This design comes from an exercise in tuning for a short achievable clock period and few clock cycles on the open sky130 flow, not from production work. At most, simulation tests tie the RTL to the original design; equivalence was not proved. No functional check of the RTL was part of run 5.

$ cat design/flow/config.mk
export PLATFORM = sky130hd
export DESIGN_NAME = MULTI_CYCLE_PROCESSOR
export DESIGN_NICKNAME = MULTI_CYCLE_PROCESSOR
export VERILOG_FILES = /design/flow/design.v
export SDC_FILE = /design/flow/constraint.sdc
export NUM_CORES = 4
export LEC_CHECK = 0
export CAP_MARGIN = 20
export CORE_MARGIN = 2
export CORE_UTILIZATION = 30
export SLEW_MARGIN = 20
export TNS_END_PERCENT = 100
$ cat design/flow/constraint.sdc
create_clock -name core_clock -period 8.0 [get_ports {clk}]
set_input_delay 1.6000 -clock core_clock [delete_from_list [all_inputs] [get_ports {clk}]]
set_output_delay 1.6000 -clock core_clock [all_outputs]
set_load 0.01 [all_outputs]
$ cat design/flow/design.v
module MULTI_CYCLE_PROCESSOR#(parameter INSTRUCTION_LEN = 16, INSTRUCTION_MEM_SIZE = 8, DATA_LEN = 16)(input clk ,input reset, output reg [DATA_LEN-1:0] res,
	output [INSTRUCTION_MEM_SIZE-1:0] imem_addr, input [INSTRUCTION_LEN-1:0] imem_data,
	output [4:0] dmem_addr, input [DATA_LEN-1:0] dmem_rdata, output [DATA_LEN-1:0] dmem_wdata, output dmem_we);
	reg [7:0]  pc_f;                  
	reg        v_e, pred_e;           
	reg [1:0]  fn_e;
	reg        sub_e;                 
	reg        r_e, br_e, ld_e, st_e;
	reg [3:0]  rd_e, off_e;
	reg [15:0] wr_e, lw_e;            
	reg [7:0]  pc_e;
	reg [15:0] a_e, b_e;              
	reg        pa_e, pb_e;            
	reg        sa_s, sa_l, sa_r;      
	reg        sb_sp, sb_sn, sb_lp, sb_ln, sb_r;  
	reg        lb_e;                  
	reg [15:0] fs_p, fs_n;            
	reg [15:0] fl_p, fl_n;            
	reg        wl_w;                  
	reg        w_pend;                
	reg [15:0] wr_w;                  
	reg        m_we;                  
	reg        m_ld;                  
	reg [15:0] m_lw;                  
	reg [3:0]  m_rd;
	reg [4:0]  m_addr;
	reg [15:0] m_wdata;
	reg [15:0] rf [0:15];
	assign imem_addr  = pc_f;
	assign dmem_addr  = m_addr;
	assign dmem_wdata = m_wdata;
	assign dmem_we    = m_we;
	wire [15:0] a_op = ({16{sa_s}} & fs_p) | ({16{sa_l}} & fl_p) | ({16{sa_r}} & a_e);
	wire [15:0] b_op = ({16{sb_sp}} & fs_p) | ({16{sb_sn}} & fs_n) |
	                   ({16{sb_lp}} & fl_p) | ({16{sb_ln}} & fl_n) | ({16{sb_r}} & b_e);
	wire [15:0] fw_p = wl_w ? fl_p : fs_p;
	wire [15:0] gg = a_op & b_op;
	wire [15:0] t = a_op | b_op;
	wire [15:0] p = a_op ^ b_op;
	wire [15:0] x0 = {gg[15:1], gg[0] | sub_e};
	wire [15:0] y0 = {t[14:0], 1'b0};
	wire [15:0] x1, y1, x2, y2, x3, y3, x4;
	genvar k;
	generate
		for (k = 0; k < 16; k = k + 1) begin : lp
			if (k >= 1) begin : l1
				assign x1[k] = x0[k] | (y0[k] & x0[k-1]);
				assign y1[k] = y0[k] & y0[k-1];
			end else begin : l1n
				assign x1[k] = x0[k];
				assign y1[k] = y0[k];
			end
			if (k >= 2) begin : l2
				assign x2[k] = x1[k] | (y1[k] & x1[k-2]);
				assign y2[k] = y1[k] & y1[k-2];
			end else begin : l2n
				assign x2[k] = x1[k];
				assign y2[k] = y1[k];
			end
			if (k >= 4) begin : l3
				assign x3[k] = x2[k] | (y2[k] & x2[k-4]);
				assign y3[k] = y2[k] & y2[k-4];
			end else begin : l3n
				assign x3[k] = x2[k];
				assign y3[k] = y2[k];
			end
			if (k >= 8) begin : l4
				assign x4[k] = x3[k] | (y3[k] & x3[k-8]);
			end else begin : l4n
				assign x4[k] = x3[k];
			end
		end
	endgenerate
	wire [15:0] cy = t & x4;          
	wire [15:0] sum = p ^ {cy[14:0], sub_e};
	wire [15:0] lgc = fn_e[0] ? (a_op & b_op) : (a_op | b_op);
	wire w_e = v_e & r_e;             
	wire cond = sum[15];
	reg [7:0] tgt;
	always @* begin
		case (fn_e)
			2'd0: tgt = pc_e + {4'd0, off_e};
			2'd1: tgt = pc_e - {4'd0, off_e};
			2'd2: tgt = pc_e | {4'd0, off_e};
			default: tgt = pc_e & {4'd0, off_e};
		endcase
	end
	wire [7:0] pc_e1 = pc_e + 8'd1;
	wire chk = v_e & br_e;            
	function [4:0] mop(input [1:0] fn, input [3:0] off, input [4:0] base);
		case (fn)
			2'd0: mop = {1'b0, off} + base;
			2'd1: mop = {1'b0, off} - base;
			2'd2: mop = {1'b0, off} | base;
			default: mop = {1'b0, off} & base;
		endcase
	endfunction
	wire [4:0] base_r = ld_e ? b_e[4:0] : a_e[4:0];
	wire       base_f = ld_e ? pb_e : pa_e;
	wire [4:0] maddr_r = mop(fn_e, off_e, base_r);
	wire [4:0] maddr_f = mop(fn_e, off_e, fw_p[4:0]);
	wire [4:0] maddr = base_f ? maddr_f : maddr_r;
	wire [15:0] ins = imem_data;
	wire [1:0] opc_f = ins[15:14];
	wire [3:0] f1_f = ins[11:8];
	wire [3:0] f2_f = ins[7:4];
	wire [3:0] f3_f = ins[3:0];
	wire r_f  = (opc_f == 2'd0);
	wire br_f = (opc_f == 2'd1);
	wire ld_f = (opc_f == 2'd2);
	wire st_f = (opc_f == 2'd3);
	wire sub_f = br_f | (r_f & (ins[13:12] == 2'd1));
	wire ea_f = w_e & (rd_e == f2_f);           
	wire eb_f = w_e & (rd_e == f3_f);
	wire la_f = v_e & ld_e & (rd_e == f2_f);    
	wire lb_f = v_e & ld_e & (rd_e == f3_f);
	wire stall = la_f | (lb_f & ~st_f);
	wire [15:0] rv [0:15];
	genvar g;
	generate
		for (g = 0; g < 16; g = g + 1) begin : rvw
			assign rv[g] = (w_pend & wr_w[g]) ? fw_p : rf[g];
		end
	endgenerate
	wire ma_f = m_ld & (m_rd == f2_f);
	wire mb_f = m_ld & (m_rd == f3_f);
	wire [15:0] ra = ma_f ? dmem_rdata : rv[f2_f];
	wire [15:0] rb = mb_f ? dmem_rdata : rv[f3_f];
	wire pred_f = (ins[15:12] == 4'b0101);
	function [4:0] sub4(input [3:0] x, input [3:0] y);    
		reg [4:0] b;
		integer j;
		begin
			b[0] = 1'b0;
			for (j = 0; j < 4; j = j + 1) begin
				sub4[j] = x[j] ^ y[j] ^ b[j];
				b[j+1] = (~x[j] & y[j]) | (~(x[j] ^ y[j]) & b[j]);
			end
			sub4[4] = b[4];
		end
	endfunction
	wire [4:0] lo_sel [0:16];
	assign lo_sel[0] = 5'd0;
	generate
		for (g = 0; g < 16; g = g + 1) begin : lot
			assign lo_sel[g+1] = lo_sel[g] | ({5{f1_f == g}} & sub4(pc_f[3:0], g));
		end
	endgenerate
	wire [4:0] lo_m = lo_sel[16];
	wire [3:0] hi_m1 = pc_f[7:4] - 4'd1;
	wire [7:0] pc_back = {lo_m[4] ? hi_m1 : pc_f[7:4], lo_m[3:0]};
	wire [7:0] pc_f1 = pc_f + 8'd1;
	wire [7:0] pc_seq = stall ? pc_f : (pred_f ? pc_back : pc_f1);
	wire [7:0] pc_if_t  = (chk & ~pred_e) ? tgt   : pc_seq;
	wire [7:0] pc_if_nt = (chk &  pred_e) ? pc_e1 : pc_seq;
	wire [7:0] pc_next  = cond ? pc_if_t : pc_if_nt;
	wire mispredict = chk & (cond ^ pred_e);
	always @(posedge clk or negedge reset) begin
		if (~reset) begin
			pc_f   <= 8'd0;
			v_e    <= 1'b0;
			w_pend <= 1'b0;
			m_ld   <= 1'b0;
			m_we   <= 1'b0;
			res    <= 16'd0;
		end else begin
			pc_f   <= pc_next;
			v_e    <= ~stall & ~mispredict;
			w_pend <= w_e;
			m_ld   <= v_e & ld_e;
			m_we   <= v_e & st_e;
			if (w_pend)
				res <= fw_p;
		end
	end
	integer i;
	always @(posedge clk) begin
		fs_p   <= sum;
		fs_n   <= ~sum;
		fl_p   <= lgc;
		fl_n   <= ~lgc;
		wl_w   <= fn_e[1];
		pred_e <= pred_f;
		fn_e   <= ins[13:12];
		sub_e  <= sub_f;
		r_e    <= r_f;
		br_e   <= br_f;
		ld_e   <= ld_f;
		st_e   <= st_f;
		rd_e   <= f1_f;
		for (i = 0; i < 16; i = i + 1) begin
			wr_e[i] <= r_f  & (f1_f == i);
			lw_e[i] <= ld_f & (f1_f == i);
			m_lw[i] <= v_e & lw_e[i];
		end
		off_e  <= ld_f ? f2_f : f1_f;
		pc_e   <= pc_f;
		a_e    <= ra;
		b_e    <= sub_f ? ~rb : rb;
		pa_e   <= ea_f;
		pb_e   <= eb_f;
		sa_s   <= ea_f & ~fn_e[1];
		sa_l   <= ea_f & fn_e[1];
		sa_r   <= ~ea_f;
		sb_sp  <= eb_f & ~fn_e[1] & ~sub_f;
		sb_sn  <= eb_f & ~fn_e[1] & sub_f;
		sb_lp  <= eb_f & fn_e[1] & ~sub_f;
		sb_ln  <= eb_f & fn_e[1] & sub_f;
		sb_r   <= ~eb_f;
		lb_e   <= lb_f;
		wr_w   <= wr_e;
		m_rd   <= rd_e;
		m_addr  <= maddr;
		m_wdata <= lb_e ? dmem_rdata : b_op;
	end
	always @(posedge clk or negedge reset) begin
		if (~reset)
			rf[0] <= 16'd0;
		else if (w_pend & wr_w[0])
			rf[0] <= fw_p;
		else if (m_lw[0])
			rf[0] <= dmem_rdata;
	end
	generate
		for (g = 1; g < 16; g = g + 1) begin : rfw
			always @(posedge clk) begin
				if (w_pend & wr_w[g])
					rf[g] <= fw_p;
				else if (m_lw[g])
					rf[g] <= dmem_rdata;
			end
		end
	endgenerate
endmodule
$ cat design/flow/flow/run.sh
#!/bin/bash
set -euo pipefail
export BUFFER_PORTS_ARGS="-buffer_cell sky130_fd_sc_hd__buf_4"
export SETUP_SLACK_MARGIN=5.5
bash standard.sh > standard.log 2>&1
$ cat design/flow/standard.sh
#!/bin/bash
# synth_recipe.tcl (not shown) runs the flow's synth.tcl, then flattens the netlist and writes it again
# the make line also repeats each setting of config.mk as NAME=value (left out here)
make -C /OpenROAD-flow-scripts/flow DESIGN_CONFIG=/design/flow/config.mk WORK_HOME=/design/flow/orfs CLKGATE_MAP_FILE= SYNTH_SCRIPT=/design/flow/synth_recipe.tcl "${@:-finish}"
==> flow_summary.ini, run 1 <==
[synthesis]
syn-num-nets = 3291
synth_edf_count = 240
synth_warnings = 2
yosysSeqAreaShare_pct = 44.8
post_synth.cell_area_avg_um2 = 9.01
syn_area_um2 = 28400
ys_ff_latch = 505
ys_types = 100
syn_inst = 3154
synth_ff_type = edfxtp_1
async_flop_share_pct = 8.71

[global_route]
grt_pass1_vias = 26838
grt_pass1_wl_mm = 199
grt_usage_pct = 28.0
grt_max_degree = 65
antenna_found_initial = 6
gr-total-overflow = 0

[floorplanning]
die_y_um = 312
io_pins = 80
design.core.area_um2 = 93600
start_util_pct = 30.4
die_w_um = 312
dieArea_um2 = 97200
rows = 112

[worst_setup_path]
cp-end-kind = flop
cp_data_arrival_time_ns = 3.67
start_kind = flop
r2r-start = sb_sp
worstSetupPathType = flop to flop
required_ns = 8.54
crit_start = sb_sp
cp_max_fo = 8

[sta]
relSlewSlack_pct = 26.7
hold_violations = 0
fin_skew_ns = 0.0328
timing.fmax_mhz = 320
rsz0062_at_grt = true
period_share_pct = 39.1
fin_setup_tns_ns = 0
drv_slew = 0
worst_pin_slew_ns = 1.10
finalSetupViolations = 0
fin_crit_ns = 3.13

[clocking]
clock_latency_ns = 0.66
htreeDepth = 2
clockRootBuffer = clkbuf_16
postCtsHoldBufs = 0
cts_tree = built
cts_buffer_depth = 3
cts_made_buffers = 55
clkSinkCount = 505
clk_pin_slew_ns = 0.06

[placement]
dp_hpwl_mm = 85.0
io_buffer_count = 79
dpl.cell_count = 4280
routabilityCongestion = 1.01

[routing]
wirelength_mm = 143
firstDrtPassIters = 7
drc = 0
wl_per_cell_um = 30.1
drtIter0Drc = 4330
post_drt_via_cell_ratio = 6.05
vias = 28866
ant_nets = 0

[layout]
stdcell_count = 4772
layout-drive-gt1-share_pct = 33.6
area_growth_pct = 38.9
nets = 3604
n_fill_cell = 9004

[job]
max-cap-violations = 0

[min_path]
holdCritPathClass = flop to flop
hp-start = wr_e[10]

[status]
status = finished clean
==> registers in the layout (all words and copies together), names as in the netlist, 16 cells and up <==
name and flops:
rf 256, a_e 16, b_e 16, fl_n 16, fl_p 16, fs_n 16, fs_p 16, lw_e 16
m_lw 16, m_wdata 16, res 16, wr_e 16, wr_w 16
==> layout make-up <==
type                            count  area, µm²  share of cell area, %
Antenna cell                        5       12.5                 0.0317
Sequential cell                   505      12800                   32.5
Multi-Input combinational cell   2258      16900                   42.9
Clock buffer                       80       1590                   4.03
Clock inverter                     23        193                  0.488
Inverter                          124        487                   1.23
Tap cell                         1254       1570                   3.97
Timing Repair Buffer              523       5870                   14.9
==> cells in the final DEF, fill, tap and decap left out, drive strengths merged, types with 7 or more instances in the layout <==
cell type,instances
edfxtp,240
nand3b,7
nand2,199
o22ai,86
a22o,10
bufbuf,7
o21a,46
clkinv,17
and3,12
xor2,27
a311oi,7
nand3,49
or2,16
a22oi,69
inv,125
nor4,45
nand2b,21
mux2,47
a222oi,33
dfxtp,221
nor2b,28
o21ai,257
a211oi,34
nor3,30
o221ai,8
a21oi,400
buf,512
nor2,368
a31oi,13
dfrtp,44
a2111oi,13
o211ai,12
nand4,22
a21o,15
clkbuf,84
xnor2,49
mux2i,94
ha,98
o31ai,11
and2,45
==> critical path: stages, from the launching register on <==
cell and delay [ns]:
dfxtp_4 0.37, buf_8 0.14, buf_4 0.15, a222oi_1 0.33, nand2_1 0.16, ha_1 0.55, nor3_1 0.12, a31oi_1 0.18
o221ai_2 0.13, a311oi_4 0.26, buf_4 0.18, buf_12 0.13, a21oi_1 0.06, a32o_1 0.23
==> per-stage QoR <==
step,util (%),worst slack (ns),instance area (µm²),hold slack [ns]
2_1_floorplan,-,4.72,29300,0.310
3_3_place_gp,32.5,3.34,30400,0.312
3_5_place_dp,32.5,3.44,30400,0.312
4_1_cts,40.4,5.01,37800,0.325
5_1_grt,42.2,4.73,39500,0.330
6_report,42.2,4.87,39500,0.327
==> routing by layer <==
layer  share of wire (%)  track usage [%]
met2                  41             40.6
met3                  13             9.20
met1                  39             36.7
met5               0.043                0
met4                 6.7             15.2
==> repair_timing <==
action,4_1_cts,5_1_grt
resized for setup,639,252
endpoints found under the setup margin,229,112
pin swaps,183,185
setup buffers,293,62
cloned,25,4
==> synth_stat cells (all sizes together) (22+ instances only) <==
library cell | number | area (µm²)
mux2 | 47 | 529
nor2 | 367 | 1400
ha | 98 | 1230
a222oi | 33 | 330
mux2i | 94 | 952
xor2 | 27 | 236
o21ai | 257 | 1290
buf | 132 | 642
nor4 | 45 | 300
nand4 | 22 | 138
nand3 | 49 | 255
xnor2 | 49 | 429
edfxtp | 240 | 7210
and2 | 39 | 245
inv | 123 | 462
dfrtp | 44 | 1100
o21a | 46 | 345
a21oi | 400 | 2000
dfxtp | 221 | 4420
a22oi | 69 | 518
o22ai | 86 | 538
a211oi | 34 | 255
nor2b | 28 | 175
nand2 | 199 | 749
clkbuf | 142 | 533
nor3 | 30 | 150
==> worst paths after layout <==
check / to / slack (ns) / depth (start not counted)
worst max-delay path: pc_f[7] / 4.87 / 13
worst min-delay path: wr_w[10] / 0.33 / 0
worst max register to register: pc_f[7] / 4.87 / 13
worst min register to register: wr_w[10] / 0.33 / 0
max in group asynchronous: pc_f[0] / 6.50 / 1
min in group asynchronous: m_we / 0.97 / 1
==> logic make-up after synthesis <==
family,Yosys count,share of synthesized area [%]
adders and majority gates,109,4.88
and+or+nand+nor,871,14.5
muxes,141,5.21
DFF,505,44.8
AOI/OAI and AO/OA,1054,22.5
buffers and inverters,398,5.77
xor gates and xnor gates,76,2.34
Testbench counts, summed over its fixed seeds: cycles 58,057.
==> run 2: changes to the inputs <==
--- a/design/flow/design.v
+++ b/design/flow/design.v
@@ -127,26 +127,7 @@
 	wire [15:0] ra = ma_f ? dmem_rdata : rv[f2_f];
 	wire [15:0] rb = mb_f ? dmem_rdata : rv[f3_f];
 	wire pred_f = (ins[15:12] == 4'b0101);
-	function [4:0] sub4(input [3:0] x, input [3:0] y);    
-		reg [4:0] b;
-		integer j;
-		begin
-			b[0] = 1'b0;
-			for (j = 0; j < 4; j = j + 1) begin
-				sub4[j] = x[j] ^ y[j] ^ b[j];
-				b[j+1] = (~x[j] & y[j]) | (~(x[j] ^ y[j]) & b[j]);
-			end
-			sub4[4] = b[4];
-		end
-	endfunction
-	wire [4:0] lo_sel [0:16];
-	assign lo_sel[0] = 5'd0;
-	generate
-		for (g = 0; g < 16; g = g + 1) begin : lot
-			assign lo_sel[g+1] = lo_sel[g] | ({5{f1_f == g}} & sub4(pc_f[3:0], g));
-		end
-	endgenerate
-	wire [4:0] lo_m = lo_sel[16];
+	wire [4:0] lo_m = {1'b0, pc_f[3:0]} - {1'b0, f1_f};
 	wire [3:0] hi_m1 = pc_f[7:4] - 4'd1;
 	wire [7:0] pc_back = {lo_m[4] ? hi_m1 : pc_f[7:4], lo_m[3:0]};
 	wire [7:0] pc_f1 = pc_f + 8'd1;
==> flow_summary.ini, run 2 <==
[clocking]
htreeDepth = 2
clockRootBuffer = clkbuf_16
cts_buffer_depth = 3
clkSinkCount = 505
cts_made_buffers = 56
clk_pin_slew_ns = 0.06
clock_latency_ns = 0.65
cts_tree = built
postCtsHoldBufs = 0

[synthesis]
async_flop_share_pct = 8.71
yosys-top-cells-area = edfxtp_1 26%, dfxtp_1 16%, o21a_1 6.0%, o211ai_1 6.0%, o21ai_0 5.4%
post_synth.cell_area_avg_um2 = 9.25
synth.most_common_cell = nand2_1
synth_edf_count = 240
ys_ff_latch = 505
post-synth-top-area-fraction_pct = 25.6
yosysSeqAreaShare_pct = 45.2
synth_commonest_cells = 348 x nand2_1, 306 x o21ai_0, 240 x edfxtp_1
syn-num-nets = 3164
synth_top_cell_by_area = edfxtp_1
syn_area_um2 = 28200
synth_ff_type = edfxtp_1
synth_warnings = 2
syn_inst = 3048
ys_types = 71

[min_path]
hp-start = wr_e[1]
hold_depth = 0
holdCritPathClass = flop to flop
holdPathEnd = wr_w[1]

[worst_setup_path]
worstSetupPathType = flop to flop
r2r-start = sb_sp
cp-end-kind = flop
r2r_end = pc_f[0]
start_kind = flop
r2r_setup_slack_ns = 5.02
rr_worst_depth = 13
cp_data_arrival_time_ns = 3.50
required_ns = 8.52
cp_max_fo = 7

[routing]
vias = 28448
firstDrtPassIters = 12
drtIter0Drc = 4732
wirelength_mm = 130
ant_nets = 0
drc = 0
post_drt_via_cell_ratio = 6.13
wl_per_cell_um = 28.1

[global_route]
grt_max_degree = 66
antenna_found_initial = 1
grt_pass1_wl_mm = 179
grt_pass1_vias = 25830
gr-total-overflow = 0
grt_usage_pct = 24.9

[sta]
worst_pin_slew_ns = 1.13
period_share_pct = 37.3
hold_violations = 0
finalSetupViolations = 0
fin_crit_ns = 2.98
fin_setup_tns_ns = 0
relSlewSlack_pct = 24.9
fin_skew_ns = 0.0260
drv_slew = 0
fin_ws_ns = 5.02
timing.fmax_mhz = 335
rsz0062_at_grt = true

[placement]
routabilityCongestion = 0.916
pre_cts_slack_ns = 3.94
dp_hpwl_mm = 68.8
io_buffer_count = 79
place_area_um2 = 30100

[floorplanning]
die_w_um = 311
dieArea_um2 = 96400
rows = 112
io_pins = 80
design.core.area_um2 = 93200
start_util_pct = 30.2
die_y_um = 311

[layout]
layout_common_cells = 332 x nand2_1, 283 x o21ai_0, 252 x buf_4
antenna_cells = 0
seqCellArea_um2 = 12800
multi_input_area_um2 = 16200
nets = 3453
area_growth_pct = 37.4
largest_register = rf
largest_reg_flops = 256
layout_commonest_cell = nand2_1
layout-drive-gt1-share_pct = 29.6
n_fill_cell = 8650
fin_area_um2 = 38700

[status]
status = finished clean

[job]
max-cap-violations = 0
run 2: changes by cell type after synthesis, sizes merged, moves of 19 or more:
cell    delta
o211ai   +213
nand2    +149
o21a     +182
nor2     -228
ha        -22
a21oi    -277
nand4     +40
nand3     -22
mux2i     -55
xnor2     -19
a22oi     -48
o22ai     +26
o21ai     +66
run 2: area by class of cell:
type	instances	area share, %
Multi-Input combinational cell	2185	41.9
Sequential cell	505	33.1
Timing Repair Buffer	483	14.7
Clock buffer	82	4.54
Tap cell	1254	4.05
Inverter	105	1.10
Clock inverter	24	0.598
Timing Repair inverter	1	0.0129
run 2: layer usage:
metal,vias up,track usage (%),share of wire (%)
met5,-,0,0.051
met4,2,15.3,8.4
met3,691,6.65,13
met2,2270,38.5,43
met1,13456,30.9,36
li1,12029,-,-
run 2: cells by family (layout without fill, tap and decap cells):
| kind of cell | count (synthesis) | in the layout | synth area share (%) |
|---|---|---|---|
| AOI/OAI and AO/OA | 1161 | 1161 | 26.9 |
| and+or+nand+nor | 799 | 808 | 13.5 |
| DFF | 505 | 505 | 45.2 |
| buffers and inverters | 370 | 695 | 5.64 |
| adders and majority gates | 84 | 84 | 3.87 |
| muxes | 69 | 72 | 3.03 |
| xor gates and xnor gates | 60 | 60 | 1.86 |
run 2: how the worst max path moves through the flow:
stage / start / to / slack [ns] / cells past startpoint
3_5_place_dp: imem_data[7] / a_e[12] / 3.94 / 7
3_3_place_gp: imem_data[0] / b_e[5] / 3.98 / 8
4_1_cts: sb_sp / m_wdata[12] / 5.14 / 16
2_1_floorplan: imem_data[8] / pc_f[4] / 4.79 / 9
6_report: sb_sp / pc_f[0] / 5.02 / 13
5_1_grt: sa_s / v_e / 4.88 / 13
run 2: critical path: stages (launching register included):
cell and delay [ns]:
dfxtp_4 0.40, buf_6 0.15, a222oi_1 0.12, nand2_2 0.11
inv_1 0.05, ha_1 0.23, or4_4 0.54, nor3_4 0.14
nand4_1 0.13, o21a_4 0.20, and3_4 0.19, nor2_8 0.18
clkinv_4 0.11, mux2_4 0.31
run 2: metrics by stage:
stage | cells | hold slack [ns] | utilization, %
2_1_floorplan | 3048 | 0.310 | -
3_3_place_gp | 4160 | 0.310 | 32.3
3_5_place_dp | 4161 | 0.313 | 32.3
4_1_cts | 4536 | 0.324 | 39.4
5_1_grt | 4639 | 0.330 | 41.6
6_report | 4639 | 0.321 | 41.6
run 2: what timing repair did:
item                                    4_1_cts  5_1_grt
endpoints found under the hold margin         0        0
endpoints found under the setup margin      336      119
resized for setup                           423      180
setup buffers                               244       99
pin swaps                                   166      101
gates cloned                                 25        4
Testbench counts of run 2, summed over its fixed seeds: cycles 58,057.
==> run 3: changes to the inputs <==
--- a/design/flow/design.v
+++ b/design/flow/design.v
@@ -74,6 +74,7 @@
 	wire [15:0] cy = t & x4;          
 	wire [15:0] sum = p ^ {cy[14:0], sub_e};
 	wire [15:0] lgc = fn_e[0] ? (a_op & b_op) : (a_op | b_op);
+	wire [15:0] alu = fn_e[1] ? lgc : sum;
 	wire w_e = v_e & r_e;             
 	wire cond = sum[15];
 	reg [7:0] tgt;
@@ -119,7 +120,7 @@
 	genvar g;
 	generate
 		for (g = 0; g < 16; g = g + 1) begin : rvw
-			assign rv[g] = (w_pend & wr_w[g]) ? fw_p : rf[g];
+			assign rv[g] = (w_pend & wr_w[g]) ? res : rf[g];
 		end
 	endgenerate
 	wire ma_f = m_ld & (m_rd == f2_f);
@@ -150,8 +151,8 @@
 			w_pend <= w_e;
 			m_ld   <= v_e & ld_e;
 			m_we   <= v_e & st_e;
-			if (w_pend)
-				res <= fw_p;
+			if (w_e)
+				res <= alu;
 		end
 	end
 	integer i;
@@ -198,7 +199,7 @@
 		if (~reset)
 			rf[0] <= 16'd0;
 		else if (w_pend & wr_w[0])
-			rf[0] <= fw_p;
+			rf[0] <= res;
 		else if (m_lw[0])
 			rf[0] <= dmem_rdata;
 	end
@@ -206,7 +207,7 @@
 		for (g = 1; g < 16; g = g + 1) begin : rfw
 			always @(posedge clk) begin
 				if (w_pend & wr_w[g])
-					rf[g] <= fw_p;
+					rf[g] <= res;
 				else if (m_lw[g])
 					rf[g] <= dmem_rdata;
 			end
==> flow_summary.ini, run 3 <==
[status]
status = finished clean

[synthesis]
ys_ff_latch = 505
yosysSeqAreaShare_pct = 47.1
synth_ff_type = edfxtp_1
synth.most_common_cell = a21oi_1
async_flop_share_pct = 8.71
synth_edf_count = 240
ys_types = 82
synth_commonest_cells = 292 x a21oi_1, 240 x edfxtp_1, 234 x a21o_1
syn_inst = 2802
post_synth.cell_area_avg_um2 = 9.65
post-synth-top-area-fraction_pct = 26.7
yosys-top-cells-area = edfxtp_1 27%, dfxtp_1 16%, a21o_1 6.5%, a21oi_1 5.4%, and3_1 5.3%
synth_top_cell_by_area = edfxtp_1
syn-num-nets = 2919
synth_warnings = 2
syn_area_um2 = 27000

[routing]
wl_per_cell_um = 29.8
vias = 27299
ant_nets = 0
firstDrtPassIters = 14
wirelength_mm = 131
drc = 0
post_drt_via_cell_ratio = 6.22
drtIter0Drc = 4093

[clocking]
cts_made_buffers = 55
clk_pin_slew_ns = 0.08
postCtsHoldBufs = 0
clkSinkCount = 505
cts_buffer_depth = 3
clockRootBuffer = clkbuf_16
htreeDepth = 2
cts_tree = built
clock_latency_ns = 0.68

[placement]
routabilityCongestion = 0.955
io_buffer_count = 79
dp_hpwl_mm = 70.2

[floorplanning]
die_w_um = 304
start_util_pct = 30.2
die_y_um = 304
io_pins = 80
dieArea_um2 = 92500
rows = 110
design.core.area_um2 = 89600

[worst_setup_path]
cp_data_arrival_time_ns = 1.38
critPathBufInv = 1
cp_max_fo = 2
worstSetupPathType = flop to output port
cp_top_family = flip-flops
cp-end-kind = output port
required_ns = 6.40
crit_slowest_cell = dfrtp_4
cp_slowest_stage_delay_ns = 0.56
worstPathCellList = buf_6
start_kind = flop

[layout]
area_growth_pct = 44.4
layout-drive-gt1-share_pct = 37.2
fin_util_pct = 43.6
largest_reg_flops = 256
nets = 3286
layout_common_cells = 303 x buf_4, 240 x edfxtp_1, 234 x a21o_1
largest_register = rf
layout_commonest_cell = buf_4

[sta]
fin_crit_ns = 2.98
worst_pin_slew_ns = 1.19
fin_setup_tns_ns = 0
timing.fmax_mhz = 336
period_share_pct = 37.2
fin_skew_ns = 0.0411
hold_violations = 0
drv_slew = 0
rsz0062_at_grt = true
finalSetupViolations = 0
relSlewSlack_pct = 20.4

[global_route]
gr-total-overflow = 0
antenna_found_initial = 6
grt_usage_pct = 26.1
grt_pass1_vias = 25788
grt_pass1_wl_mm = 179
grt_max_degree = 91

[min_path]
holdCritPathClass = flop to flop

[job]
max-cap-violations = 0
[run 3: cell count changes after synthesis, moves of 185 or more]
cell,before,now
o211ai_1,225,5
o21a_1,227,3
a21o_1,19,234
o21ai_0,306,108
nand2_1,348,163
and3_1,11,231
[run 3: area by class of cell]
cell class              instances  area (µm²)
multi-input cells            1978       16500
well taps                    1176        1470
repair inverters                3        31.3
flip-flops and latches        505       12900
clock buffers                  80        1640
clock inverters                22         200
diodes                          2        5.00
fillers                      8156       50600
inverters                      94         400
repair buffers                532        5950
[run 3: cell families (layout without fill, tap and decap cells)]
| logic type | count (synthesis) | count (layout) | synth area share [%] |
|---|---|---|---|
| AOI/OAI and AO/OA | 1014 | 1014 | 24.1 |
| xor gates and xnor gates | 66 | 66 | 2.17 |
| adders and majority gates | 86 | 86 | 4.12 |
| buffers and inverters | 326 | 731 | 4.91 |
| DFF | 505 | 505 | 47.1 |
| muxes | 93 | 93 | 3.61 |
| other | 0 | 2 | 0 |
| and+or+nand+nor | 712 | 719 | 14.0 |
[run 3: repair_timing]
item                                    4_1_cts  5_1_grt
resized for setup                           571      290
cloned                                       22        3
setup buffers                               265      127
hold endpoints to repair                      0        0
pin swaps                                   169      173
endpoints found under the setup margin      462      121
[run 3: final timing paths]
| kind | startpoint | slack [ns] | depth (start not counted) | endpoint |
|---|---|---|---|---|
| setup / recovery | res[3] | 5.02 | 1 | res[3] |
| hold / removal | wr_e[2] | 0.32 | 0 | wr_w[2] |
| setup reg to reg | sb_sp | 5.13 | 13 | pc_f[4] |
| hold reg to reg | wr_e[2] | 0.32 | 0 | wr_w[2] |
| max in group asynchronous | reset | 6.44 | 1 | res[14] |
| min in group asynchronous | reset | 0.97 | 1 | pc_f[5] |
[run 3: layer usage]
layer  up-vias  global-route usage (%)  share of wire [%]
li1      11279                       -                  -
met1     13345                    32.2                 36
met2      1980                    38.9                 43
met3       688                    8.16                 12
met4         7                    17.6                8.3
met5         -                   0.879               0.17
[run 3: stage by stage]
stage	setup WS, ns	std cells	instance area (µm²)	hold slack, ns
floorplan	4.86	2802	28100	0.310
CTS	5.07	4260	36400	0.327
global placement	4.19	3870	29100	0.310
finish	5.02	4392	39000	0.320
global route	4.99	4390	39000	0.335
detailed placement	4.17	3871	29100	0.312
Testbench counts of run 3, summed over its fixed seeds: cycles 58,057.
==> run 4: changes to the inputs <==
--- a/design/flow/design.v
+++ b/design/flow/design.v
@@ -2,6 +2,7 @@
 	output [INSTRUCTION_MEM_SIZE-1:0] imem_addr, input [INSTRUCTION_LEN-1:0] imem_data,
 	output [4:0] dmem_addr, input [DATA_LEN-1:0] dmem_rdata, output [DATA_LEN-1:0] dmem_wdata, output dmem_we);
 	reg [7:0]  pc_f;                  
+	reg [7:0]  pc_o;                  
 	reg        v_e, pred_e;           
 	reg [1:0]  fn_e;
 	reg        sub_e;                 
@@ -11,29 +12,26 @@
 	reg [7:0]  pc_e;
 	reg [15:0] a_e, b_e;              
 	reg        pa_e, pb_e;            
-	reg        sa_s, sa_l, sa_r;      
-	reg        sb_sp, sb_sn, sb_lp, sb_ln, sb_r;  
+	reg        sa_f, sa_r;            
+	reg        sb_p, sb_n, sb_r;      
 	reg        lb_e;                  
-	reg [15:0] fs_p, fs_n;            
-	reg [15:0] fl_p, fl_n;            
-	reg        wl_w;                  
+	reg [15:0] fw_p, fw_n;            
 	reg        w_pend;                
 	reg [15:0] wr_w;                  
 	reg        m_we;                  
 	reg        m_ld;                  
+	reg        el_e;                  
 	reg [15:0] m_lw;                  
 	reg [3:0]  m_rd;
 	reg [4:0]  m_addr;
 	reg [15:0] m_wdata;
 	reg [15:0] rf [0:15];
-	assign imem_addr  = pc_f;
+	assign imem_addr  = pc_o;
 	assign dmem_addr  = m_addr;
 	assign dmem_wdata = m_wdata;
 	assign dmem_we    = m_we;
-	wire [15:0] a_op = ({16{sa_s}} & fs_p) | ({16{sa_l}} & fl_p) | ({16{sa_r}} & a_e);
-	wire [15:0] b_op = ({16{sb_sp}} & fs_p) | ({16{sb_sn}} & fs_n) |
-	                   ({16{sb_lp}} & fl_p) | ({16{sb_ln}} & fl_n) | ({16{sb_r}} & b_e);
-	wire [15:0] fw_p = wl_w ? fl_p : fs_p;
+	wire [15:0] a_op = ({16{sa_f}} & fw_p) | ({16{sa_r}} & a_e);
+	wire [15:0] b_op = ({16{sb_p}} & fw_p) | ({16{sb_n}} & fw_n) | ({16{sb_r}} & b_e);
 	wire [15:0] gg = a_op & b_op;
 	wire [15:0] t = a_op | b_op;
 	wire [15:0] p = a_op ^ b_op;
@@ -73,8 +71,7 @@
 	endgenerate
 	wire [15:0] cy = t & x4;          
 	wire [15:0] sum = p ^ {cy[14:0], sub_e};
-	wire [15:0] lgc = fn_e[0] ? (a_op & b_op) : (a_op | b_op);
-	wire [15:0] alu = fn_e[1] ? lgc : sum;
+	wire [15:0] alu = fn_e[1] ? (fn_e[0] ? (a_op & b_op) : (a_op | b_op)) : sum;
 	wire w_e = v_e & r_e;             
 	wire cond = sum[15];
 	reg [7:0] tgt;
@@ -113,20 +110,44 @@
 	wire sub_f = br_f | (r_f & (ins[13:12] == 2'd1));
 	wire ea_f = w_e & (rd_e == f2_f);           
 	wire eb_f = w_e & (rd_e == f3_f);
-	wire la_f = v_e & ld_e & (rd_e == f2_f);    
-	wire lb_f = v_e & ld_e & (rd_e == f3_f);
-	wire stall = la_f | (lb_f & ~st_f);
+	wire ld_late = v_e & ld_e & ~el_e;
+	wire la_f = ld_late & (rd_e == f2_f);
+	wire lb_f = ld_late & (rd_e == f3_f);
+	wire stall = (la_f & ~ld_f) | (lb_f & ~st_f);
 	wire [15:0] rv [0:15];
 	genvar g;
 	generate
 		for (g = 0; g < 16; g = g + 1) begin : rvw
-			assign rv[g] = (w_pend & wr_w[g]) ? res : rf[g];
+			assign rv[g] = (w_pend & wr_w[g]) ? fw_p : rf[g];
 		end
 	endgenerate
 	wire ma_f = m_ld & (m_rd == f2_f);
 	wire mb_f = m_ld & (m_rd == f3_f);
 	wire [15:0] ra = ma_f ? dmem_rdata : rv[f2_f];
 	wire [15:0] rb = mb_f ? dmem_rdata : rv[f3_f];
+	wire el_f = ld_f & (ins[13:12] == 2'd0) & ~eb_f & ~stall & ~(v_e & (st_e | (ld_e & ~el_e)));
+	function [4:0] add5(input [4:0] x, input [3:0] y);
+		reg [3:0] gg, tt, pp;
+		reg [3:0] c;
+		begin
+			gg = x[3:0] & y;
+			tt = x[3:0] | y;
+			pp = x[3:0] ^ y;
+			c[0] = gg[0];
+			c[1] = gg[1] | (tt[1] & gg[0]);
+			c[2] = gg[2] | (tt[2] & gg[1]) | (tt[2] & tt[1] & gg[0]);
+			c[3] = gg[3] | (tt[3] & gg[2]) | (tt[3] & tt[2] & gg[1]) | (tt[3] & tt[2] & tt[1] & gg[0]);
+			add5 = {x[4] ^ c[3], pp ^ {c[2:0], 1'b0}};
+		end
+	endfunction
+	wire [4:0] ea [0:15];
+	generate
+		for (g = 0; g < 16; g = g + 1) begin : eaw
+			assign ea[g] = add5(rv[g][4:0], f2_f);
+		end
+	endgenerate
+	wire [4:0] ea_m = add5(dmem_rdata[4:0], f2_f);
+	wire [4:0] maddr_el = mb_f ? ea_m : ea[f3_f];
 	wire pred_f = (ins[15:12] == 4'b0101);
 	wire [4:0] lo_m = {1'b0, pc_f[3:0]} - {1'b0, f1_f};
 	wire [3:0] hi_m1 = pc_f[7:4] - 4'd1;
@@ -149,19 +170,18 @@
 			pc_f   <= pc_next;
 			v_e    <= ~stall & ~mispredict;
 			w_pend <= w_e;
-			m_ld   <= v_e & ld_e;
+			m_ld   <= (v_e & ld_e & ~el_e) | (el_f & ~mispredict);
 			m_we   <= v_e & st_e;
-			if (w_e)
-				res <= alu;
-		end
-	end
+			if (w_pend)
+				res <= fw_p;
+		end
+	end
+	always @(posedge clk)
+		pc_o <= reset ? pc_next : 8'd0;
 	integer i;
 	always @(posedge clk) begin
-		fs_p   <= sum;
-		fs_n   <= ~sum;
-		fl_p   <= lgc;
-		fl_n   <= ~lgc;
-		wl_w   <= fn_e[1];
+		fw_p   <= alu;
+		fw_n   <= ~alu;
 		pred_e <= pred_f;
 		fn_e   <= ins[13:12];
 		sub_e  <= sub_f;
@@ -173,7 +193,7 @@
 		for (i = 0; i < 16; i = i + 1) begin
 			wr_e[i] <= r_f  & (f1_f == i);
 			lw_e[i] <= ld_f & (f1_f == i);
-			m_lw[i] <= v_e & lw_e[i];
+			m_lw[i] <= el_f ? (~mispredict & (f1_f == i)) : (v_e & ~el_e & lw_e[i]);
 		end
 		off_e  <= ld_f ? f2_f : f1_f;
 		pc_e   <= pc_f;
@@ -181,35 +201,33 @@
 		b_e    <= sub_f ? ~rb : rb;
 		pa_e   <= ea_f;
 		pb_e   <= eb_f;
-		sa_s   <= ea_f & ~fn_e[1];
-		sa_l   <= ea_f & fn_e[1];
+		sa_f   <= ea_f;
 		sa_r   <= ~ea_f;
-		sb_sp  <= eb_f & ~fn_e[1] & ~sub_f;
-		sb_sn  <= eb_f & ~fn_e[1] & sub_f;
-		sb_lp  <= eb_f & fn_e[1] & ~sub_f;
-		sb_ln  <= eb_f & fn_e[1] & sub_f;
+		sb_p   <= eb_f & ~sub_f;
+		sb_n   <= eb_f & sub_f;
 		sb_r   <= ~eb_f;
 		lb_e   <= lb_f;
 		wr_w   <= wr_e;
-		m_rd   <= rd_e;
-		m_addr  <= maddr;
+		m_rd   <= el_f ? f1_f : rd_e;
+		m_addr  <= el_f ? maddr_el : maddr;
+		el_e   <= el_f;
 		m_wdata <= lb_e ? dmem_rdata : b_op;
 	end
 	always @(posedge clk or negedge reset) begin
 		if (~reset)
 			rf[0] <= 16'd0;
-		else if (w_pend & wr_w[0])
-			rf[0] <= res;
 		else if (m_lw[0])
 			rf[0] <= dmem_rdata;
+		else if (w_pend & wr_w[0])
+			rf[0] <= fw_p;
 	end
 	generate
 		for (g = 1; g < 16; g = g + 1) begin : rfw
 			always @(posedge clk) begin
-				if (w_pend & wr_w[g])
-					rf[g] <= res;
-				else if (m_lw[g])
+				if (m_lw[g])
 					rf[g] <= dmem_rdata;
+				else if (w_pend & wr_w[g])
+					rf[g] <= fw_p;
 			end
 		end
 	endgenerate
==> flow_summary.ini, run 4 <==
[routing]
firstDrtPassIters = 17
top_layer = met5
post_drt_via_cell_ratio = 6.10
drtIter0Drc = 4473
drc = 0
dr_wl_met2_mm = 59.8
wl_met3_mm = 21.6
vias = 30123
wirelength_mm = 150
drt-met1-wl_mm = 56.0
wl_per_cell_um = 30.3
ant_nets = 0

[synthesis]
synth_ff_type = dfxtp_1
synth_warnings = 2
synth.most_common_cell = dfxtp_1
synth_top_cell_by_area = dfxtp_1
yosysSeqAreaShare_pct = 34.3
ys_ff_latch = 477
synth_edf_count = 0
syn-num-nets = 3454
synth_commonest_cells = 433 x dfxtp_1, 392 x mux2i_1, 261 x nor2_1
async_flop_share_pct = 9.22
post_synth.cell_area_avg_um2 = 8.85
post-synth-top-area-fraction_pct = 30.5
syn_area_um2 = 28400
yosys-top-cells-area = dfxtp_1 30%, mux2i_1 14%, ha_1 8.0%, o22ai_1 4.7%, dfrtp_1 3.9%
ys_types = 87
syn_inst = 3216

[clocking]
clkSinkCount = 477
clk_pin_slew_ns = 0.07
cts_tree = built
cts_buffer_depth = 3
postCtsHoldBufs = 0
htreeDepth = 2
clock_latency_ns = 0.66
clockRootBuffer = clkbuf_16
cts_made_buffers = 52

[sta]
finalSetupViolations = 0
fin_setup_tns_ns = 0
worst_pin_slew_ns = 1.09
hold_slack_ns = 0.325
drv_slew = 0
relSlewSlack_pct = 27.2
timing.fmax_mhz = 271
fin_crit_ns = 3.69
period_share_pct = 46.2
fin_skew_ns = 0.0671
rsz0062_at_grt = true
hold_violations = 0

[worst_setup_path]
cp_data_arrival_time_ns = 4.18
required_ns = 8.49
cp_max_fo = 6
worstSetupPathType = flop to flop
cp-end-kind = flop
start_kind = flop

[layout]
area_growth_pct = 47.9
seqCellArea_um2 = 9900
layout_common_cells = 376 x dfxtp_1, 347 x buf_4, 309 x mux2i_1
layout_commonest_cell = dfxtp_1
largest_register = rf
largest_reg_flops = 256
multi_input_area_um2 = 21600
nets = 3877
stdcell_count = 4941
n_fill_cell = 8655
fin_util_pct = 45.0
layout-drive-gt1-share_pct = 38.7

[global_route]
gr-total-overflow = 0
grt_max_degree = 55
grt_pass1_wl_mm = 202
grt_pass1_vias = 27732
grt_usage_pct = 28.5
antenna_found_initial = 10

[status]
status = finished clean

[floorplanning]
start_util_pct = 30.4
dieArea_um2 = 97300
rows = 112
io_pins = 80
die_y_um = 312
design.core.area_um2 = 93600
die_w_um = 312

[placement]
io_buffer_count = 79
routabilityCongestion = 1.01
dp_hpwl_mm = 83.5
dpl.cell_count = 4376

[job]
max-cap-violations = 0

[min_path]
holdCritPathClass = flop to flop
## run 4: cell type report
| cell class | instances | share of cell area, % |
|---|---|---|
| multi-input cells | 2346 | 51.3 |
| clock inverters | 26 | 0.740 |
| diodes | 5 | 0.0297 |
| flip-flops and latches | 477 | 23.5 |
| repair buffers | 589 | 15.5 |
| well taps | 1254 | 3.73 |
| clock buffers | 71 | 3.57 |
| inverters | 173 | 1.61 |
## run 4: metal layers
layer / global-route usage, % / vias to the layer above
met5: 0.532 / -
li1: - / 12413
met3: 11.4 / 827
met4: 17.7 / 8
met2: 40.0 / 2385
met1: 36.1 / 14490
## run 4: worst paths after layout
path / cells after the start / startpoint / slack [ns] / endpoint
max in group asynchronous: 1 / reset / 6.31 / w_pend
hold reg to reg: 0 / wr_e[13] / 0.33 / wr_w[13]
hold / removal: 0 / wr_e[13] / 0.33 / wr_w[13]
setup reg to reg: 14 / w_pend / 4.31 / m_addr[2]
setup / recovery: 14 / w_pend / 4.31 / m_addr[2]
min in group asynchronous: 1 / reset / 1.06 / pc_f[2]
## run 4: cells by family (layout without fill, tap and decap cells)
| family | after synthesis | in the layout | share of synthesized area, % |
|---|---|---|---|
| XOR/XNOR | 105 | 105 | 3.36 |
| flip-flops | 477 | 477 | 34.3 |
| AO/OA/AOI/OAI | 784 | 785 | 17.5 |
| buffers and inverters | 402 | 859 | 5.47 |
| other | 0 | 5 | 0 |
| adder cells (fa/ha/maj) | 204 | 204 | 9.58 |
| multiplexers | 452 | 453 | 16.2 |
| AND/OR/NAND/NOR | 792 | 799 | 13.5 |
## run 4: timing repair
action                                  4_1_cts  5_1_grt
setup buffers                               303      133
resized for setup                           778      341
endpoints found under the setup margin      271      144
gates cloned                                 24        3
pin swaps                                   162      156
## run 4: worst max-delay path, cell delays in order (launching register included)
cell,delay [ns]
dfrtp_4,0.50
buf_12,0.17
buf_16,0.17
buf_4,0.16
buf_12,0.12
nand2_8,0.10
mux2i_4,0.30
inv_1,0.11
fa_1,0.42
xnor2_2,0.24
o22ai_1,0.18
nor4_4,0.56
a22oi_1,0.19
o21ai_1,0.17
a21oi_1,0.08
## run 4: metrics by stage
step,setup WS [ns],instance area [µm²]
2_1_floorplan,4.40,29600
3_3_place_gp,3.05,30700
3_5_place_dp,3.02,30700
4_1_cts,4.53,39200
5_1_grt,4.41,42100
6_report,4.31,42100
Testbench counts of run 4, summed over its fixed seeds: cycles 57,326.
==> run 5: changes to the inputs <==
==> design/flow/design.v (replaced) <==
module MULTI_CYCLE_PROCESSOR#(parameter INSTRUCTION_LEN = 16, INSTRUCTION_MEM_SIZE = 8, DATA_LEN = 16)(input clk ,input reset, output reg [DATA_LEN-1:0] res,
	output [INSTRUCTION_MEM_SIZE-1:0] imem_addr, input [INSTRUCTION_LEN-1:0] imem_data,
	output [4:0] dmem_addr, input [DATA_LEN-1:0] dmem_rdata, output [DATA_LEN-1:0] dmem_wdata, output dmem_we);
	reg [7:0]  pc_f;           
	reg [15:0] ir;             
	reg [7:0]  pc_x;           
	reg        v_x;            
	reg        pred_x;         
	reg        m_ld;           
	reg        m_we;           
	reg [3:0]  m_rd;           
	reg [4:0]  m_addr;         
	reg [15:0] m_wdata;        
	reg [15:0] rf [0:15];      
	assign imem_addr  = pc_f;
	assign dmem_addr  = m_addr;
	assign dmem_wdata = m_wdata;
	assign dmem_we    = m_we;
	wire [1:0] opc = ir[15:14];
	wire [1:0] fn  = ir[13:12];
	wire [3:0] f1  = ir[11:8];
	wire [3:0] f2  = ir[7:4];
	wire [3:0] f3  = ir[3:0];
	wire is_r  = (opc == 2'd0);
	wire is_br = (opc == 2'd1);
	wire is_ld = (opc == 2'd2);
	wire is_st = (opc == 2'd3);
	wire [15:0] ra = rf[f2];
	wire [15:0] rb = rf[f3];
	wire fwd_a = m_ld & (m_rd == f2);
	wire fwd_b = m_ld & (m_rd == f3);
	wire [15:0] fa = fwd_a ? dmem_rdata : ra;
	wire [15:0] fb = fwd_b ? dmem_rdata : rb;
	wire stall = v_x & (is_r | is_br) & (fwd_a | fwd_b);
	wire ex = v_x & ~stall;
	reg [15:0] alu;
	always @* begin
		case (fn)
			2'd0: alu = ra + rb;
			2'd1: alu = ra - rb;
			2'd2: alu = ra | rb;
			default: alu = ra & rb;
		endcase
	end
	wire [15:0] diff = ra - rb;
	wire cond = diff[15];
	reg [7:0] tgt;
	always @* begin
		case (fn)
			2'd0: tgt = pc_x + {4'd0, f1};
			2'd1: tgt = pc_x - {4'd0, f1};
			2'd2: tgt = pc_x | {4'd0, f1};
			default: tgt = pc_x & {4'd0, f1};
		endcase
	end
	wire [7:0] pc_x1 = pc_x + 8'd1;
	wire redirect = ex & is_br & (cond ^ pred_x);
	wire [7:0] pc_fix = cond ? tgt : pc_x1;
	wire [4:0] a_off  = is_ld ? {1'b0, f2} : {1'b0, f1};
	wire [4:0] a_base = is_ld ? fb[4:0] : fa[4:0];
	reg  [4:0] maddr;
	always @* begin
		case (fn)
			2'd0: maddr = a_off + a_base;
			2'd1: maddr = a_off - a_base;
			2'd2: maddr = a_off | a_base;
			default: maddr = a_off & a_base;
		endcase
	end
	wire pred_f = (imem_data[15:12] == 4'b0101);
	wire [7:0] pc_pred = pred_f ? (pc_f - {4'd0, imem_data[11:8]}) : (pc_f + 8'd1);
	always @(posedge clk or negedge reset) begin
		if (~reset) begin
			pc_f <= 8'd0;
			v_x  <= 1'b0;
			m_ld <= 1'b0;
			m_we <= 1'b0;
			res  <= 16'd0;
		end else begin
			if (redirect) begin
				pc_f <= pc_fix;
				v_x  <= 1'b0;
			end else if (!stall) begin
				pc_f <= pc_pred;
				v_x  <= 1'b1;
			end
			m_ld <= ex & is_ld;
			m_we <= ex & is_st;
			if (ex & is_r)
				res <= alu;
		end
	end
	always @(posedge clk) begin
		if (!stall && !redirect) begin
			ir     <= imem_data;
			pc_x   <= pc_f;
			pred_x <= pred_f;
		end
		m_rd    <= f1;
		m_addr  <= maddr;
		m_wdata <= fb;
	end
	always @(posedge clk or negedge reset) begin
		if (~reset)
			rf[0] <= 16'd0;
		else if (ex & is_r & (f1 == 4'd0))
			rf[0] <= alu;
		else if (m_ld & (m_rd == 4'd0))
			rf[0] <= dmem_rdata;
	end
	genvar g;
	generate
		for (g = 1; g < 16; g = g + 1) begin : rfw
			always @(posedge clk) begin
				if (ex & is_r & (f1 == g))
					rf[g] <= alu;
				else if (m_ld & (m_rd == g))
					rf[g] <= dmem_rdata;
			end
		end
	endgenerate
endmodule
==> design/flow/run.sh (new file) <==
#!/bin/bash
# synth_recipe.tcl (not shown) runs the flow's synth.tcl, then flattens the netlist and writes it again
# the make line also repeats each setting of config.mk as NAME=value (left out here)
make -C /OpenROAD-flow-scripts/flow DESIGN_CONFIG=/design/flow/config.mk WORK_HOME=/design/flow/orfs CLKGATE_MAP_FILE= SYNTH_SCRIPT=/design/flow/synth_recipe.tcl finish
--- a/design/flow/config.mk
+++ b/design/flow/config.mk
@@ -7,6 +7,5 @@
 export LEC_CHECK = 0
 export CAP_MARGIN = 20
 export CORE_MARGIN = 2
-export CORE_UTILIZATION = 30
+export CORE_UTILIZATION = 40
 export SLEW_MARGIN = 20
-export TNS_END_PERCENT = 100
removed: design/flow/flow/run.sh
removed: design/flow/standard.sh
==> flow_summary.ini, run 5 <==
[status]
status = finished clean

[layout]
n_fill_cell = 4709
fin_util_pct = 46.8
antenna_cells = 0
largest_register = rf
layout_commonest_cell = nand2_1
largest_reg_flops = 256
layout-drive-gt1-share_pct = 11.3
area_growth_pct = 14.9
multi_input_area_um2 = 10300
seqCellArea_um2 = 9530
layout_common_cells = 280 x nand2_1, 265 x edfxtp_1, 238 x o21ai_0
stdcell_count = 2872
nets = 2284

[synthesis]
post_synth.cell_area_avg_um2 = 9.52
ys_ff_latch = 333
yosysSeqAreaShare_pct = 46.5
post-synth-top-area-fraction_pct = 38.8
syn_inst = 2153
async_flop_share_pct = 12.9
syn_area_um2 = 20500
syn-num-nets = 2268
synth_ff_type = edfxtp_1
synth_edf_count = 265
ys_types = 84
synth.most_common_cell = nand2_1
yosys-top-cells-area = edfxtp_1 39%, o21ai_0 6.2%, dfrtp_1 5.2%, nand2_1 5.1%, a22oi_1 5.1%
synth_commonest_cells = 280 x nand2_1, 265 x edfxtp_1, 253 x o21ai_0
synth_top_cell_by_area = edfxtp_1
synth_warnings = 2

[floorplanning]
die_y_um = 230
dieArea_um2 = 53100
design.core.area_um2 = 50400
die_w_um = 230
rows = 82
start_util_pct = 40.7
io_pins = 80

[worst_setup_path]
cp_top_family = simple AND/OR/NAND/NOR gates
worstPathCellList = nand2_1, nor2_1, buf_4, a22oi_1, nand3_1, o22a_1, ha_1, or4_1, nor2b_1, nor3_1, a21oi_1, o211a_1, xnor2_4, a21oi_2, buf_4
start_kind = flop
cp-end-kind = flop
cp_data_arrival_time_ns = 6.71
crit_slowest_cell = nor2_1
cp_max_fo = 24
critPathBufInv = 2
worstSetupPathType = flop to flop
cp_slowest_stage_delay_ns = 1.02
crit_top_cell = buf_4
required_ns = 8.25

[placement]
routabilityCongestion = 1.01
dpl.cell_count = 2799
dp_hpwl_mm = 57.8
io_buffer_count = 79

[min_path]
holdCritPathClass = flop to flop

[clocking]
postCtsResizedCells = 0
clockRootBuffer = clkbuf_16
clk_pin_slew_ns = 0.06
clkSinkCount = 333
htreeDepth = 2
postCtsHoldBufs = 0
cts_tree = built
cts_buffer_depth = 3
cts_made_buffers = 39
post_cts_buffers = 0
clock_latency_ns = 0.60

[sta]
relSlewSlack_pct = 14.9
finalSetupViolations = 0
hold_violations = 0
period_share_pct = 80.7
fin_setup_tns_ns = 0
drv_slew = 0
fin_skew_ns = 0.0253
fin_crit_ns = 6.46
timing.fmax_mhz = 155
worst_pin_slew_ns = 1.27
rsz0062_at_grt = false

[routing]
drtIter0Drc = 3271
wl_per_cell_um = 31.0
wirelength_mm = 89.1
drc = 0
vias = 18971
ant_nets = 0
post_drt_via_cell_ratio = 6.61
firstDrtPassIters = 9

[global_route]
gr-total-overflow = 0
grt_usage_pct = 32.9
grt_pass1_vias = 17942
grt_pass1_wl_mm = 126
grt_max_degree = 57
antenna_found_initial = 1

[job]
max-cap-violations = 0
-- run 5: cell count changes after synthesis, sizes merged, moves of 104 or more --
cell / previous run / this run
dfxtp: 433 / 25
ha: 181 / 77
o22ai: 212 / 7
nor2: 261 / 133
mux2i: 393 / 36
a22oi: 32 / 139
nand2: 172 / 280
edfxtp: 0 / 265
-- run 5: path summary, 6_finish.rpt --
check | start | to | slack, ns | cells after the start
worst max-delay path | ir[6] | ir[11] | 1.54 | 15
worst min-delay path | res[4] | res[4] | 0.48 | 2
worst max register to register | ir[6] | ir[11] | 1.54 | 15
worst min register to register | res[4] | res[4] | 0.48 | 2
max in group asynchronous | reset | res[14] | 6.28 | 2
min in group asynchronous | reset | res[5] | 1.19 | 2
-- run 5: routing by layer --
metal  wire length [µm]  part of all wire, %  track usage [%]
met1              34700                   39             42.9
met2              37900                   43             49.3
met3              10500                   12             9.73
met4               5950                  6.7             17.7
met5                  0                    0                0
-- run 5: logic make-up (layout without fill, tap and decap cells) --
group	Yosys count	count (layout)	share of synthesized area [%]
adder cells (fa/ha/maj)	83	83	5.19
AO/OA/AOI/OAI	751	751	23.5
buffers and inverters	250	297	4.89
flip-flops	333	333	46.5
multiplexers	86	86	4.67
AND/OR/NAND/NOR	609	609	13.3
XOR/XNOR	41	41	1.93
-- run 5: cell type report --
type,count,area share [%]
multi-input cells,1570,43.5
repair buffers,150,5.68
well taps,672,3.57
flip-flops and latches,333,40.5
clock buffers,54,4.68
clock inverters,18,0.897
inverters,75,1.19
-- run 5: worst reg2reg max path, stage by stage, from the launching register on --
cell	delay [ns]
edfxtp_1	0.96
nand2_1	0.33
nor2_1	1.02
buf_4	0.37
a22oi_1	0.12
nand3_1	0.16
o22a_1	0.25
ha_1	0.36
or4_1	0.61
nor2b_1	0.23
nor3_1	0.07
a21oi_1	0.13
o211a_1	0.65
xnor2_4	0.21
a21oi_2	0.28
buf_4	0.35
-- run 5: metrics by stage --
| step | setup slack (ns) | hold WS, ns | cell area (µm²) |
|---|---|---|---|
| after floorplan | 2.58 | 0.346 | 20500 |
| after global placement | 1.67 | 0.470 | 22200 |
| after detailed placement | 1.67 | 0.473 | 22200 |
| after CTS | 1.63 | 0.487 | 23500 |
| after global routing | 1.34 | 0.518 | 23600 |
| final | 1.54 | 0.480 | 23600 |

port drivers added, routing unchanged:
No port has a modelled driver above. Below, the same layouts with a new extraction and two added sets of constraints. Step 1, drivers: a clkbuf_16 drives clk and a buf_2 each remaining input, both assumed. Step 2, shift: input delay + t, output delay - t, t = (earliest + latest rising clock arrival at the registers) / 2. This alone moves slack from input paths to output paths. Three values: no drivers, after step 1, after step 2; two values: the first two.
run | t, ns | setup WS [ns] | worst hold slack (ns) | worst slew at a driven data input, ns
run 1 | 0.708 | 4.872 / 4.848 / 4.140 | 0.327 / 0.327 / 0.327 | 0.39
run 2 | 0.712 | 5.019 / 5.019 / 4.407 | 0.321 / 0.321 / 0.321 | 0.17
run 3 | 0.724 | 5.021 / 4.954 / 4.392 | 0.320 / 0.320 / 0.320 | 0.12
run 4 | 0.698 | 4.306 / 4.306 / 3.787 | 0.325 / 0.325 / 0.325 | 0.26
run 5 | 0.643 | 1.542 / 1.542 / 1.542 | 0.480 / 0.480 / 0.480 | 0.04
After both steps setup and hold are still met in every run listed. The setup slack of run 1, which loses most, moves by -0.024 ns with the drivers and by -0.732 ns with both steps.
